This is an optimization exercise on Yosys and OpenROAD, whose aim is small area, a short achievable clock period and few clock cycles, not a production implementation.
In this exercise RTL edits were held to simulation tests only and were not proved equivalent to the original.
Power is estimated from default activity; no workload was simulated.

Setup of run 1:
Design lab2, start of the top module:
module lab2(
    input clk_i,
    input rst_i,
    input [7:0] a_i,
    input [7:0] b_i,
    input start_i,
    output wire busy_o,
    output wire [3:0] y_bo
);
Size: ~58 cells after synthesis, about 3 flip-flops, ~420 sq um of cells after synthesis.
Settings: LEC_CHECK=0, CAP_MARGIN=20, CORE_AREA=2 2 60 60, DIE_AREA=0 0 62 62, SETUP_SLACK_MARGIN=0.5, SLEW_MARGIN=20; clock period 5.0 ns.
standard.sh (not shown) runs the stock make flow with config.mk's settings and CLKGATE_MAP_FILE= SYNTH_SCRIPT=/design/flow/synth_recipe.tcl, a recipe that flattens the netlist after the stock synthesis.
==> flow/flow/run.sh <==
#!/bin/bash
# The standard layout, with two changes: synthesis maps the logic with ABC's
# area-oriented &nf mapper (flow/abc.script) instead of ORFS's script, and the
# port buffers are plain buf_1 cells. Everything else, the registers included,
# is the standard synthesis and flow.
set -euo pipefail
work=$PWD
cat > $work/flow_synth.tcl <<EOT
proc abc {args} {
  set i [lsearch -exact \$args -script]
  if {\$i >= 0} { set args [lreplace \$args \$i [expr {\$i + 1}] -script $work/flow/abc.script] }
  yosys abc {*}\$args
}
source $work/synth_recipe.tcl
EOT
bash standard.sh SYNTH_SCRIPT=$work/flow_synth.tcl \
  "BUFFER_PORTS_ARGS=-buffer_cell sky130_fd_sc_hd__buf_1" finish > $work/flow.log 2>&1
==> flow/flow/abc.script <==
&get -n
&dch
&nf -R 1000
&put
topo
upsize
dnsize
Testbench counts of run 1, summed over its fixed seeds: cycles 3,200.
#### Input delta (run 2 over run 1)
- clearing SETUP_SLACK_MARGIN, which used to be 0.5
==> flow/flow/abc.script <==
&get -n
&dch
&nf -R 1000
&put
==> comparison <==
- ~same global router's overall resource usage in run 2 and run 1
- Relative to run 1, the sum of routed wire length over all layers measured on run 2 has increased by a few percent.
- Compared with run 1, in run 2 first-pass GRT wire length moved up; share of the cycle needed by the critical path after routing moved up; relative contribution of the clock network to total power moved up.
- Between run 1 and run 2, share of the synthesized area in compound gates (AO/OA/AOI/OAI) increased.
- Compared to run 1, run 2 has final critical path time including I/O delays and setup 0.33 ns higher.
The inputs of run 3 differ from those of run 2 as listed below.
- CTS_BUF_LIST: unset -> sky130_fd_sc_hd__clkbuf_2
- SETUP_SLACK_MARGIN: unset -> 1.5
==> flow/flow/abc.script <==
&get -n
&dch
&nf -R 1000
&put
topo
upsize
dnsize
==> results.txt <==
- On area used by multi-input combinational logic: between run 2 and run 3, it ends up lower for run 2.
- Reported for run 2 and run 3, count of flip-flops with a built-in enable after synthesis turned out identical to the last digit.
- Lower post-placement worst setup slack goes to run 2 over run 3.
- Across both runs, simple-gate portion of the synthesized area was higher for run 3 than for run 2.
- Per the comparison of run 3 with run 2, highest clock frequency the design can meet moved up; wire length has decreased; gate count of the mapped netlist did not really move; minimum clock period went down 0.30 ns; total power lower.
- The layout overhead on the synthesized area reported for run 3 is smaller than that of run 2 by 3.1 points.
- Combinational-cell power consumption (lower): run 2
For run 4, these inputs were changed with respect to run 3:
- CTS_BUF_LIST: sky130_fd_sc_hd__clkbuf_2 -> unset
==> flow/flow/abc.script <==
&get -n
&dch
&nf -R 40
&put
Notes after the runs:
Comparing run 4 and run 3, pre-CTS worst setup slack is higher on run 3. The sequential share of layout area of run 3 and that of run 4 are within noise of each other. Worst hold slack: run 4 vs run 3 down 0.041 ns. Compared with run 3, in run 4 number of pins with negative max-slew slack in the final report about even; wire length went up by about 5%; filler-free cell count of the finished design lost about 2.3%; post-route cell area picked up an extra 0.44%; worst path setup slack after routing now sits lower. As of run 4, synthesized instance count had fallen by a few percent compared to run 3.


## run A
Starting RTL as in the previous note.
==> flow/config.mk <==
export PLATFORM = sky130hd
export DESIGN_NAME = lab2
export DESIGN_NICKNAME = lab2
export VERILOG_FILES = /design/flow/design.v
export SDC_FILE = /design/flow/constraint.sdc
export NUM_CORES = 4
export LEC_CHECK = 0
export CAP_MARGIN = 20
export CORE_AREA = 2 2 60 60
export DIE_AREA = 0 0 62 62
export SETUP_SLACK_MARGIN = 1.5
export SLEW_MARGIN = 20
==> flow/constraint.sdc <==
create_clock -name core_clock -period 5.0 [get_ports {clk_i}]
set_input_delay 1.0000 -clock core_clock [delete_from_list [all_inputs] [get_ports {clk_i}]]
set_output_delay 1.0000 -clock core_clock [all_outputs]
set_load 0.01 [all_outputs]
==> flow/flow/run.sh <==
#!/bin/bash
# The standard layout, with two changes: synthesis maps the logic with ABC's
# area-oriented &nf mapper (flow/abc.script) instead of ORFS's script, and the
# port buffers are plain buf_1 cells. Everything else, the registers included,
# is the standard synthesis and flow.
set -euo pipefail
work=$PWD
cat > $work/flow_synth.tcl <<EOT
proc abc {args} {
  set i [lsearch -exact \$args -script]
  if {\$i >= 0} { set args [lreplace \$args \$i [expr {\$i + 1}] -script $work/flow/abc.script] }
  yosys abc {*}\$args
}
source $work/synth_recipe.tcl
EOT
bash standard.sh SYNTH_SCRIPT=$work/flow_synth.tcl \
  "BUFFER_PORTS_ARGS=-buffer_cell sky130_fd_sc_hd__buf_1" \
  "CTS_ARGS=-repair_clock_nets -dont_use_dummy_load -buf_list sky130_fd_sc_hd__clkbuf_2" finish > $work/flow.log 2>&1
==> flow/flow/abc.script <==
&get -n
&dch
&nf -R 1000
&put
topo
upsize
dnsize
Run A | stages: all done | timing, DRC, antenna: all pass
Testbench counts of run A, summed over its fixed seeds: cycles 3,200.
Relative to run A, the following input files were edited for run B:
-- flow/flow/run.sh --
<<< run A, line 16
bash standard.sh SYNTH_SCRIPT=$work/flow_synth.tcl \
  "BUFFER_PORTS_ARGS=-buffer_cell sky130_fd_sc_hd__buf_1" \
  "CTS_ARGS=-repair_clock_nets -dont_use_dummy_load -buf_list sky130_fd_sc_hd__clkbuf_2" finish > $work/flow.log 2>&1
>>> run B, line 16
bash standard.sh SYNTH_SCRIPT=$work/flow_synth.tcl \
  "BUFFER_PORTS_ARGS=-buffer_cell sky130_fd_sc_hd__buf_1" finish > $work/flow.log 2>&1
==> flow/flow/abc.script <==
dch
map
topo
upsize
dnsize
==> comparison <==
Run B did not finish: a tool error stopped it during synthesis (1_2_yosys).
The following lists how run C was set up differently from run B:
==> flow/flow/abc.script <==
&get -n
&dch
&nf -R 1000
&put
topo
upsize
dnsize
[summary]
- Run C ran to completion and came out clean on the timing, DRC and antenna checks.


wip/quartz:
Starting RTL as in the previous note.
export LEC_CHECK = 0
export CAP_MARGIN = 20
export CORE_AREA = 2 2 60 60
export DIE_AREA = 0 0 62 62
export SETUP_SLACK_MARGIN = 1.0
export SLEW_MARGIN = 20
create_clock -name core_clock -period 5.0 [get_ports {clk_i}]
==> flow/flow/run.sh <==
#!/bin/bash
# The standard layout, with two changes: synthesis maps the logic with ABC's
# area-oriented &nf mapper (flow/abc.script) instead of ORFS's script, and the
# port buffers are plain buf_1 cells. Everything else, the registers included,
# is the standard synthesis and flow.
set -euo pipefail
work=$PWD
cat > $work/flow_synth.tcl <<EOT
proc abc {args} {
  set i [lsearch -exact \$args -script]
  if {\$i >= 0} { set args [lreplace \$args \$i [expr {\$i + 1}] -script $work/flow/abc.script] }
  yosys abc {*}\$args
}
source $work/synth_recipe.tcl
EOT
bash standard.sh SYNTH_SCRIPT=$work/flow_synth.tcl \
  "BUFFER_PORTS_ARGS=-buffer_cell sky130_fd_sc_hd__buf_1" finish > $work/flow.log 2>&1
==> flow/flow/abc.script <==
&get -n
&dch
&nf -R 1000
&put
wip/quartz did not stop at any stage, and its layout met the timing, DRC and antenna checks.
Testbench counts of wip/quartz, summed over its fixed seeds: cycles 3,200.
diff inputs: wip/quartz => wip/xenon
Settings: SETUP_SLACK_MARGIN changed from 1.0 to 1.5.
==> flow/flow/run.sh <==
#!/bin/bash
# The standard layout, with three changes: synthesis maps the logic with
# flow/abc.script instead of ORFS's ABC script, the port buffers are plain
# buf_1 cells, and clock tree synthesis uses clkbuf_2 cells without a dummy
# load. Everything else, the registers included, is the standard synthesis
# and flow.
set -euo pipefail
work=$PWD
cat > $work/flow_synth.tcl <<EOT
proc abc {args} {
  set i [lsearch -exact \$args -script]
  if {\$i >= 0} { set args [lreplace \$args \$i [expr {\$i + 1}] -script $work/flow/abc.script] }
  yosys abc {*}\$args
}
source $work/synth_recipe.tcl
EOT
bash standard.sh SYNTH_SCRIPT=$work/flow_synth.tcl \
  "BUFFER_PORTS_ARGS=-buffer_cell sky130_fd_sc_hd__buf_1" \
  "CTS_ARGS=-repair_clock_nets -dont_use_dummy_load -buf_list sky130_fd_sc_hd__clkbuf_2" finish > $work/flow.log 2>&1
==> flow/flow/abc.script <==
&get -n
&dch
&nf -R 1000
&put
topo
upsize
dnsize
==> comparison <==
- The lower routing usage on met2 came out of wip/quartz.
- wip/xenon vs wip/quartz — instance area after placement climbed by a few percent
- Looking at clock distribution power, wip/xenon sits 38% below wip/quartz.
- wip/quartz -> wip/xenon: final instance area increased slightly
- Total congestion overflow came out exactly the same in wip/quartz and wip/xenon.
- wip/xenon ended up with a lower final instance count without filler cells than wip/quartz did.
## Diff of input files: wip/ember against wip/xenon
Settings: SETUP_SLACK_MARGIN: 1.5 -> 3.0.
==> flow/flow/run.sh <==
#!/bin/bash
# The standard layout, with two changes: synthesis maps the logic with ABC's
# area-oriented &nf mapper (flow/abc.script) instead of ORFS's script, and the
# port buffers are plain buf_1 cells. Everything else, the registers included,
# is the standard synthesis and flow.
set -euo pipefail
work=$PWD
cat > $work/flow_synth.tcl <<EOT
proc abc {args} {
  set i [lsearch -exact \$args -script]
  if {\$i >= 0} { set args [lreplace \$args \$i [expr {\$i + 1}] -script $work/flow/abc.script] }
  yosys abc {*}\$args
}
source $work/synth_recipe.tcl
EOT
bash standard.sh SYNTH_SCRIPT=$work/flow_synth.tcl \
  "BUFFER_PORTS_ARGS=-buffer_cell sky130_fd_sc_hd__buf_1" finish > $work/flow.log 2>&1
==> flow/flow/abc.script <==
&get -n
&dch
&nf -R 1000
&put
Findings:
- The run showing the smaller count of clock-buffer cells in the layout is wip/xenon.
- [wip/ember] final worst-path cycle share fell 0.56 points relative to wip/xenon
- wip/xenon leaves less setup margin than wip/ember.
- wip/ember vs. wip/xenon: global-route usage moved up, via count of the first global-routing pass saw a decrease.
- [wip/ember vs wip/xenon] post-layout total power: higher in wip/ember
- | power in sequential cells | wip/xenon vs wip/ember | ≈ equal |
### wip/ember -> wip/onyx
Settings: a change of SETUP_SLACK_MARGIN from 3.0 to 1.5.
==> flow/flow/abc.script <==
strash
dch
map -D 1300
topo
upsize -D 1300
dnsize -D 1300
Results
Re number of clock sinks: no difference whatsoever between wip/ember and wip/onyx.
The higher share of the clock period used by the worst path came out of wip/ember.
Delta (wip/onyx minus wip/ember): via density per instance went down; instance count of the mapped netlist higher; power of the combinational group +4.2%.
Sort wip/ember and wip/onyx by combined buffer and inverter count along the critical path desc -> top: wip/onyx
Total leakage power was higher in wip/onyx than in wip/ember.
Summary: with wip/ember as the reference, number of multi-input logic gates in wip/onyx moved up by a few percent.
Higher number of logic stages on the critical path including buffering goes to wip/ember over wip/onyx.
| count of cell types in the netlist | lower: wip/ember |


== job 6544 ==
Starting RTL as in the previous note.
Settings: LEC_CHECK=0, CAP_MARGIN=20, CORE_AREA=2 2 60 60, DIE_AREA=0 0 62 62, SETUP_SLACK_MARGIN=1.5, SLEW_MARGIN=20; clock period 5.0 ns.
==> flow/flow/run.sh <==
#!/bin/bash
# The standard layout, with two changes: synthesis maps the logic with ABC's
# area-oriented &nf mapper (flow/abc.script) instead of ORFS's script, and the
# port buffers are plain buf_1 cells. Everything else, the registers included,
# is the standard synthesis and flow.
set -euo pipefail
work=$PWD
cat > $work/flow_synth.tcl <<EOT
proc abc {args} {
  set i [lsearch -exact \$args -script]
  if {\$i >= 0} { set args [lreplace \$args \$i [expr {\$i + 1}] -script $work/flow/abc.script] }
  yosys abc {*}\$args
}
source $work/synth_recipe.tcl
EOT
bash standard.sh SYNTH_SCRIPT=$work/flow_synth.tcl \
  "BUFFER_PORTS_ARGS=-buffer_cell sky130_fd_sc_hd__buf_1" finish > $work/flow.log 2>&1
==> flow/flow/abc.script <==
&get -n
&dch
&nf -R 1000
&put
topo
buffer -c
upsize
dnsize
Testbench counts of job 6544, summed over its fixed seeds: cycles 3,200.
Input-level comparison between job 2455 and job 6544:
diff --git a/flow/flow/run.sh b/flow/flow/run.sh
--- a/flow/flow/run.sh
+++ b/flow/flow/run.sh
@@ -17 +17,2 @@
-  "BUFFER_PORTS_ARGS=-buffer_cell sky130_fd_sc_hd__buf_1" finish > $work/flow.log 2>&1
+  "BUFFER_PORTS_ARGS=-buffer_cell sky130_fd_sc_hd__buf_1" \
+  "CTS_ARGS=-repair_clock_nets -dont_use_dummy_load -sink_clustering_enable -sink_clustering_size 4 -sink_clustering_max_diameter 100 -buf_list sky130_fd_sc_hd__clkbuf_2" finish > $work/flow.log 2>&1
==> flow/flow/abc.script <==
&get -n
&dch
&nf -R 1000
&put
topo
upsize
dnsize
==> results.txt <==
- Job 2455 | stages: all done | timing, DRC, antenna: all pass
- Number of global-route vias before repair, job 2455 and job 6544: lower on job 2455
- Synthesis-to-layout area growth in job 2455 is 3.1 points below job 6544.
- Routed wire length was higher in job 6544 than in job 2455.
- Measured against each other, job 2455 and job 6544 differ in met1 wire length, the lower figure coming from job 2455.
- Re area share of and/or/nand/nor cells after synthesis: job 6544 was lower than job 2455.
- On power consumed by the clock network: between job 2455 and job 6544, it ends up higher for job 6544.
### job 2455 -> job 9841
diff --git a/flow/flow/run.sh b/flow/flow/run.sh
--- a/flow/flow/run.sh
+++ b/flow/flow/run.sh
@@ -17,2 +17 @@
-  "BUFFER_PORTS_ARGS=-buffer_cell sky130_fd_sc_hd__buf_1" \
-  "CTS_ARGS=-repair_clock_nets -dont_use_dummy_load -sink_clustering_enable -sink_clustering_size 4 -sink_clustering_max_diameter 100 -buf_list sky130_fd_sc_hd__clkbuf_2" finish > $work/flow.log 2>&1
+  "BUFFER_PORTS_ARGS=-buffer_cell sky130_fd_sc_hd__buf_1" finish > $work/flow.log 2>&1
==> flow/flow/abc.script <==
strash
dch
map
topo
upsize
dnsize
[summary]
On worst hold slack across all endpoints, job 2455 beats job 9841. Share of synthesized area occupied by flip-flops and latches down 5.4 points in job 9841 wrt job 2455. Going from job 2455 to job 9841, met2 track utilization from global routing increased 2.4 points; final net count up 26.
diff inputs: job 9841 => job 2333
==> flow/flow/abc.script <==
&get -n
&dch
&nf -R 1000
&put
## What came out
Job 2333 ended with less sum of buffers and inverters on the critical path than job 9841. The first-pass GRT wire length number comes out higher for job 9841 vs job 2333. Re number of gates given a new drive strength after cts: no difference whatsoever between job 9841 and job 2333. Higher inverter count was reported by job 9841, not job 2333. Against job 9841, via count in job 2333 fell by more than 10%. Job 2333 — least setup slack across all paths after layout 0.45 ns lower, job 9841 as reference. Count of placed standard cells including taps: job 2333 and job 9841 compared, lower one is job 2333.
Relative to job 2333, the following input files were edited for job 5331:
==> flow/flow/abc.script <==
&get -n
&dch
&nf -R 1000
&put
topo
upsize
dnsize
diff --git a/flow/config.mk b/flow/config.mk
--- a/flow/config.mk
+++ b/flow/config.mk
@@ -9,0 +10,2 @@
+export CTS_CLUSTER_DIAMETER = 200
+export CTS_CLUSTER_SIZE = 30
Notes after the runs:
Compared with job 2333, in job 5331 achievable frequency went up by 21 MHz; total power moved up; shortest period the worst path allows shrank by 0.19 ns; worst setup slack now sits higher; routed wirelength normalized by instance count saw a decrease. Per the comparison of job 5331 with job 2333, via count fell 4.3%; global-route usage essentially unchanged; final weighted congestion of routability-driven global placement saw a decrease.
Relative to job 5331, the following input files were edited for job 4615:
==> flow/flow/abc.script <==
&get -n
&dch
&nf -R 1000
&put
topo
upsize
dnsize
upsize
dnsize
diff --git a/flow/config.mk b/flow/config.mk
--- a/flow/config.mk
+++ b/flow/config.mk
@@ -10,2 +9,0 @@
-export CTS_CLUSTER_DIAMETER = 200
-export CTS_CLUSTER_SIZE = 30
--- outcome ---
Re detailed-routed wire length on met2: no difference whatsoever between job 5331 and job 4615.
Multi-input gate share of total cell area of job 4615 is on par with job 5331.
Post-layout instance area came out exactly the same in job 5331 and job 4615.

## separate check: timing with driven ports
The flow's constraints put no driver on any port. The routed layouts listed below were extracted and timed again, unchanged, in two steps.
Step 1 sets driving cells, clkbuf_16 on the clock port and buf_2 on the other inputs (assumed; they add their load-dependent delay and slew).
Step 2 times the ports against the registers' clock, not the clock port: input delays grow and output delays shrink by t, the midpoint of the rising clock arrivals with the driver on.
a / b / c = no drivers / after step 1 / after step 2; a / b = the first two.
| run | t (ns) | slack for setup (ns) | latest minus earliest clock arrival (ns) | slew at the worst register clock pin (ns) | pins driven straight from the clock port |
|---|---|---|---|---|---|
| run 1 | 0.246 | 2.070 / 2.066 / 1.819 | 0.003 / 0.003 | 0.04 / 0.04 | 1 |
| run 2 | 0.253 | 1.742 / 1.738 / 1.485 | 0.002 / 0.002 | 0.04 / 0.04 | 1 |
| run 3 | 0.217 | 2.045 / 2.041 / 1.824 | 0.004 / 0.004 | 0.04 / 0.04 | 1 |
| run 4 | 0.248 | 1.888 / 1.877 / 1.628 | 0.004 / 0.005 | 0.04 / 0.04 | 1 |
| run A | 0.210 | 2.043 / 2.039 / 1.829 | 0.015 / 0.015 | 0.04 / 0.04 | 1 |
| run C | 0.246 | 2.070 / 2.066 / 1.819 | 0.003 / 0.003 | 0.04 / 0.04 | 1 |
| wip/quartz | 0.253 | 1.742 / 1.738 / 1.485 | 0.002 / 0.002 | 0.04 / 0.04 | 1 |
| wip/xenon | 0.210 | 2.043 / 2.039 / 1.829 | 0.015 / 0.015 | 0.04 / 0.04 | 1 |
| wip/ember | 0.249 | 2.071 / 2.055 / 1.806 | 0.001 / 0.001 | 0.04 / 0.04 | 1 |
| wip/onyx | 0.243 | 2.167 / 2.161 / 1.918 | 0.001 / 0.000 | 0.04 / 0.04 | 1 |
| job 6544 | 0.252 | 2.008 / 2.002 / 1.751 | 0.001 / 0.001 | 0.04 / 0.04 | 1 |
| job 2455 | 0.210 | 2.043 / 2.039 / 1.829 | 0.015 / 0.015 | 0.04 / 0.04 | 1 |
| job 9841 | 0.241 | 2.331 / 2.321 / 2.080 | 0.000 / 0.000 | 0.03 / 0.03 | 1 |
| job 2333 | 0.253 | 1.880 / 1.876 / 1.623 | 0.003 / 0.003 | 0.04 / 0.04 | 1 |
| job 5331 | 0.246 | 2.070 / 2.066 / 1.819 | 0.003 / 0.003 | 0.04 / 0.04 | 1 |
| job 4615 | 0.246 | 2.070 / 2.066 / 1.819 | 0.003 / 0.003 | 0.04 / 0.04 | 1 |
After both steps every run listed still meets setup and hold. The setup slack of wip/ember, which loses most, moves by -0.016 ns with the drivers and by -0.265 ns with both steps.
